What follows belongs to an exercise in optimizing a design on an open flow for small area, a short achievable clock period and few clock cycles; a production flow would make more cautious choices. No functional check of the RTL was part of this run. No activity file was given, so power comes from the tool's default toggle rates.

===== config.mk =====
export PLATFORM = sky130hd
export DESIGN_NAME = sap1
export DESIGN_NICKNAME = sap1
export VERILOG_FILES = /design/flow/design.v
export SDC_FILE = /design/flow/constraint.sdc
export NUM_CORES = 4
export LEC_CHECK = 0
export CAP_MARGIN = 20
export CORE_MARGIN = 2
export CORE_UTILIZATION = 40
export SETUP_SLACK_MARGIN = 2.0
export SLEW_MARGIN = 20

===== constraint.sdc =====
create_clock -name core_clock -period 4.0 [get_ports {clk}]
set_input_delay 0.8000 -clock core_clock [delete_from_list [all_inputs] [get_ports {clk}]]
set_output_delay 0.8000 -clock core_clock [all_outputs]
set_load 0.01 [all_outputs]

===== design.v =====
module pcounter(
    input            clk,
    input            clr,
    input            ok,      
    output reg [3:0] pc
    );
    always @(posedge clk)
        if (clr)
            pc <= ok ? 4'd2 : 4'd1;
        else
            pc <= pc + 4'd1;
endmodule
module ram(
    input            clk,
    input            we,
    input      [3:0] wa,
    input      [7:0] wd,
    input      [3:0] ia,
    output     [7:0] id,
    input      [3:0] oa,
    output     [7:0] od,
    output     [7:0] d0
    );
    reg [7:0] mem [0:15];
    always @(posedge clk)
        if (we)
            mem[wa] <= wd;
    assign id = mem[ia];
    assign od = mem[oa];
    assign d0 = mem[0];
endmodule
module controller(
    input  [3:0] op,
    output       lda,
    output       add,
    output       sub,
    output       out,
    output       hlt
    );
    assign lda = (op == 4'h0);
    assign add = (op == 4'h1);
    assign sub = (op == 4'h2);
    assign out = (op == 4'he);
    assign hlt = (op == 4'hf);
endmodule
module sap1(
    input        clk,
    input        clr,
    input        prog_we,
    input  [3:0] prog_addr,
    input  [7:0] prog_data,
    output [7:0] OUT,
    output       out_valid,
    output       halted,
    output [7:0] ACC
    );
    reg  [7:0] f_ir;      
    reg        e_lda, e_add, e_sub, e_out, e_hlt;
    reg  [7:0] opnd;      
    reg  [7:0] a_reg;
    reg        hlt_r;
    reg        ov_r;
    reg        clr_q;     
    reg        pf_ok;     
    reg        pf_sel;    
    wire [3:0] pc;
    wire [7:0] inst_data;
    wire [7:0] opnd_data;
    wire [7:0] mem0;
    wire       lda, add, sub, out, hlt;
    wire [7:0] e_src = pf_sel ? mem0 : f_ir;
    ram ram (
        .clk(clk),
        .we(prog_we),
        .wa(prog_addr),
        .wd(prog_data),
        .ia(pc),
        .id(inst_data),
        .oa(e_src[3:0]),
        .od(opnd_data),
        .d0(mem0)
    );
    controller controller (
        .op(e_src[7:4]),
        .lda(lda),
        .add(add),
        .sub(sub),
        .out(out),
        .hlt(hlt)
    );
    wire run = !hlt_r;
    wire conflict = prog_we && ((prog_addr[3:1] == 3'd0) || (prog_addr == mem0[3:0]));
    wire ok_clr = clr_q && (pf_sel || pf_ok) && !conflict;
    pcounter program_counter (
        .clk(clk),
        .clr(clr),
        .ok(ok_clr),
        .pc(pc)
    );
    always @(posedge clk)
        if (!clr || pf_sel) begin
            f_ir  <= inst_data;
            e_lda <= lda;
            e_add <= add;
            e_sub <= sub;
            e_out <= out;
            e_hlt <= hlt;
            opnd  <= opnd_data;
        end
    always @(posedge clk) begin
        clr_q <= clr;
        if (clr) begin
            pf_ok  <= ok_clr;
            pf_sel <= !ok_clr;
        end else begin
            pf_ok  <= 1'b1;
            pf_sel <= 1'b0;
        end
    end
    wire [7:0] a_in  = e_lda ? 8'd0 : a_reg;
    wire [7:0] b_in  = e_sub ? ~opnd : opnd;
    wire [7:0] a_sum = a_in + b_in + {7'd0, e_sub};
    wire exec = run && pf_ok;
    always @(posedge clk)
        if (clr)
            a_reg <= 8'd0;
        else if (exec && (e_lda || e_add || e_sub))
            a_reg <= a_sum;
    wire f_hlt = (f_ir[7:4] == 4'hf);
    wire hlt_next = e_hlt || (f_hlt && !e_out);
    always @(posedge clk)
        if (clr)
            hlt_r <= 1'b0;
        else if (exec && hlt_next)
            hlt_r <= 1'b1;
    always @(posedge clk)
        if (clr)
            ov_r <= 1'b0;
        else
            ov_r <= exec && e_out;
    assign OUT = a_reg;
    assign ACC = a_reg;
    assign out_valid = ov_r;
    assign halted = hlt_r;
endmodule

===== run.sh =====
#!/bin/bash
# synth_recipe.tcl (not shown) runs the flow's synth.tcl, then flattens the netlist and writes it again
# the make line also repeats each setting of config.mk as NAME=value (left out here)
make -C /OpenROAD-flow-scripts/flow DESIGN_CONFIG=/design/flow/config.mk WORK_HOME=/design/flow/orfs CLKGATE_MAP_FILE= SYNTH_SCRIPT=/design/flow/synth_recipe.tcl finish

==> results.json <==
{
  "min-delay-start": "a_reg[5]",
  "yosysMostFrequentCell": "edfxtp_1",
  "grt_pass1_vias": 4999,
  "portBuffers": 32,
  "fin_skew_ps": 14.7,
  "h-tree-depth": 4,
  "vdd_drop_max_mv": 0.328,
  "vias": 4950,
  "yosysUniqueCellTypes": 55,
  "fin_crit_sh": 0.555,
  "slowest_stage": "edfxtp_1",
  "clock_sinks": 166,
  "worstPathMaxFanout": 7,
  "clk-insertion-delay-late_ps": 430,
  "num_antenna_cells": 0,
  "drive_gt1_frac": 0.398,
  "worst_pin_slew_ps": 878,
  "num_rows": 51,
  "die_h_um": 145,
  "multiInputGateArea_mm2": 0.00314,
  "fillers": 1564,
  "chipWidth_um": 145,
  "largest-register": "ram.mem",
  "synth_edf_count": 149,
  "syn_to_final_growth_pct": 24.8,
  "die-area_mm2": 0.0210,
  "relSlewSlack": 0.414,
  "end_kind": "flip-flop",
  "timing.rr.start": "e_sub",
  "gp_congestion": 0.817,
  "routedWlPerCell_um": 22.8,
  "period_minus_slack_ps": 2220,
  "synth_top_flop_cell": "edfxtp_1",
  "ff2ff_path_depth": 8,
  "p_leak_nw": 3.41,
  "synth_top_cell_by_area": "edfxtp_1",
  "regToRegSetupSlack_ps": 1780,
  "status": "timing/DRC/antenna clean",
  "grt_pass1_wl_um": 29700,
  "path_depth": 8,
  "startpoint_type": "flip-flop",
  "drt_iter0_markers": 445,
  "cts_buffers": 17,
  "synth_area_mm2": 0.00793,
  "r2r-end": "a_reg[6]",
  "drcViolationCount": 0,
  "largest_reg_flops": 128,
  "slew_viol_final": 0,
  "drv_cap": 0,
  "synth_area_per_cell_um2": 16.4,
  "syn_inst": 484,
  "worstPathArrival_ps": 2600,
  "synth_top_area_frac": 0.564,
  "min_to": "a_reg[5]",
  "grt_max_degree": 22,
  "grtUsageTotal": 0.197,
  "num_io_pins": 33,
  "hold_slack_ps": 477,
  "floorplan.initialDensity": 0.408,
  "cts_tree": "done",
  "cts_root_buf": "clkbuf_16",
  "ys_seq_elements": 166,
  "synth-warning-count": 3,
  "syn_nets": 507,
  "powerDensity_mw_per_mm2": 522,
  "path_cells": "xor2_1, ha_1, nor2b_4, o21ai_2, a21boi_2, o21a_1, or4_4, nand3_2",
  "antenna_left": 0,
  "required_ps": 4380,
  "gr-total-overflow": 0,
  "tns_ps": 0,
  "worst-path-buf-inv": 0,
  "setup_viol": 0,
  "clk_pin_slew_ps": 70,
  "synth_area_leaders": "edfxtp_1 56%, mux4_2 19%, dfxtp_1 4.3%, nor2_1 1.5%, nand2_1 1.3%",
  "max_stage_delay_ps": 550,
  "dp_hpwl_um": 12700,
  "crit_type": "flip-flop to flip-flop",
  "ys_async_sr_fraction": 0,
  "max_freq_mhz": 450,
  "wirelength_um": 19400,
  "critPathTopFamily": "simple AND/OR/NAND/NOR gates",
  "antenna_found_initial": 0,
  "viasPerCell": 5.82,
  "first_pass_iters": 5,
  "timing.final.hold_violations": 0,
  "ys_seq_area_frac": 0.607,
  "rsz0062_at_grt": "yes",
  "ctsLongestPathBuffers": 2,
  "synth_common_cells": "149 x edfxtp_1, 68 x mux4_2, 31 x nor2_1, 27 x nand2_1, 17 x dfxtp_1",
  "seq_area_mm2": 0.00483,
  "hold_buffers": 0,
  "coreArea_mm2": 0.0195,
  "nNetsFinal": 595,
  "whs_path_depth": 2,
  "hold_class": "flip-flop to flip-flop"
}
final cells by class:
class / count / area share
repair buffers: 102 / 0.0942
multi-input cells: 272 / 0.317
clock buffers: 17 / 0.0430
well taps: 265 / 0.0335
flip-flops and latches: 166 / 0.488
clock inverters: 15 / 0.0192
inverters: 13 / 0.00493
worst max-delay path by stage:
stage,start,end,slack [ps]
final,e_sub,a_reg[6],1780
after global routing,e_sub,a_reg[7],1660
after CTS,e_sub,a_reg[6],1800
after detailed placement,prog_we,ram.mem[6][5],920
after global placement,prog_we,ram.mem[6][4],860
after floorplan,prog_addr[3],ram.mem[2][0],1950
placed cells by master (no fill, tap or decap), types with 3 or more instances in the layout:
cell and instances:
nor2_4 9, nand2_2 4, xor2_1 8, buf_6 8, dfxtp_4 3, dlygate4sd2_1 23, dfxtp_1 12, inv_8 3
xor2_2 3, clkdlybuf4s50_1 9, mux2i_1 3, nor2b_1 8, nor2_1 21, o21ai_0 9, nor3_1 9, a31oi_1 9
buf_12 4, inv_1 13, nand3_1 3, a211oi_2 7, and2_4 7, inv_6 4, clkbuf_16 17, buf_4 55
xnor2_1 5, edfxtp_1 149, mux4_2 69, a21oi_1 14, ha_1 5, nand2_1 23
worst min-delay path, cell delays in order, from the launching register on:
cell	delay, ps
dfxtp_1	330
nand2_1	60
a21oi_1	50
metrics by stage:
step | worst slack (ps) | utilization | instance area, µm² | std cells | power [mW]
floorplan | 1950 | - | 7970 | 484 | 2.93
global placement | 862 | 0.441 | 8580 | 769 | 3.24
detailed placement | 922 | 0.441 | 8580 | 769 | 3.27
CTS | 1800 | 0.504 | 9820 | 847 | 5.12
global route | 1660 | 0.509 | 9900 | 850 | 5.37
finish | 1780 | 0.509 | 9900 | 850 | 5.16
where the power goes:
group / internal [mW] / total, mW / switching, mW
combinational: 0.714 / 1.33 / 0.612
sequential: 2.03 / 2.15 / 0.128
clock: 0.950 / 1.68 / 0.733
total: 3.69 / 5.16 / 1.47
cells by family after synthesis:
logic type / count (synthesis) / share of synthesized area
compound gates: 61 / 0.0521
xor+xnor: 16 / 0.0177
fa+ha+maj: 8 / 0.0136
buf+inv: 46 / 0.0306
flops: 166 / 0.607
mux: 78 / 0.212
simple gates: 109 / 0.0677
routing by layer:
| layer | global-route usage | vias up | wire (µm) | part of all wire |
|---|---|---|---|---|
| li1 | - | 2116 | - | - |
| met1 | 0.265 | 2584 | 8160 | 0.42 |
| met2 | 0.317 | 215 | 9430 | 0.49 |
| met3 | 0.0359 | 35 | 1130 | 0.058 |
| met4 | 0.0787 | 0 | 641 | 0.033 |
| met5 | 0 | - | 0 | 0 |
timing repair:
item                                    4_1_cts  5_1_grt
cloned                                        1        0
pin swaps                                    26       10
buffers inserted                             45        3
endpoints found under the setup margin      142       13
resized for setup                            91       13

-- static timing again, ports no longer ideal --
Ports are ideal in the flow. The routed layout listed here was re-timed in OpenROAD.
Step 1 (the two cells are an assumption about what drives the block):
set clk [get_ports {clk}]
set_driving_cell -lib_cell sky130_fd_sc_hd__clkbuf_16 $clk
set_driving_cell -lib_cell sky130_fd_sc_hd__buf_2 [delete_from_list [all_inputs] $clk]
Step 2 moves the port delays by t, midway between the first and last clock arrival at a register: inputs arrive t later, outputs are due t later. That takes back most of the time a late clock gives input paths.
Three values: no drivers, after step 1, after step 2; two values: the first two.
shift t [ns]: 0.464
slack for setup (ns): 1.779 / 1.779 / 1.644
hold WS [ns]: 0.477 / 0.477 / 0.477
worst data-port slew with drivers (ns): 0.04
After both steps this run still meets setup and hold. For this run, drivers alone change the setup slack by 0.000 ns; drivers and shift together by -0.135 ns.
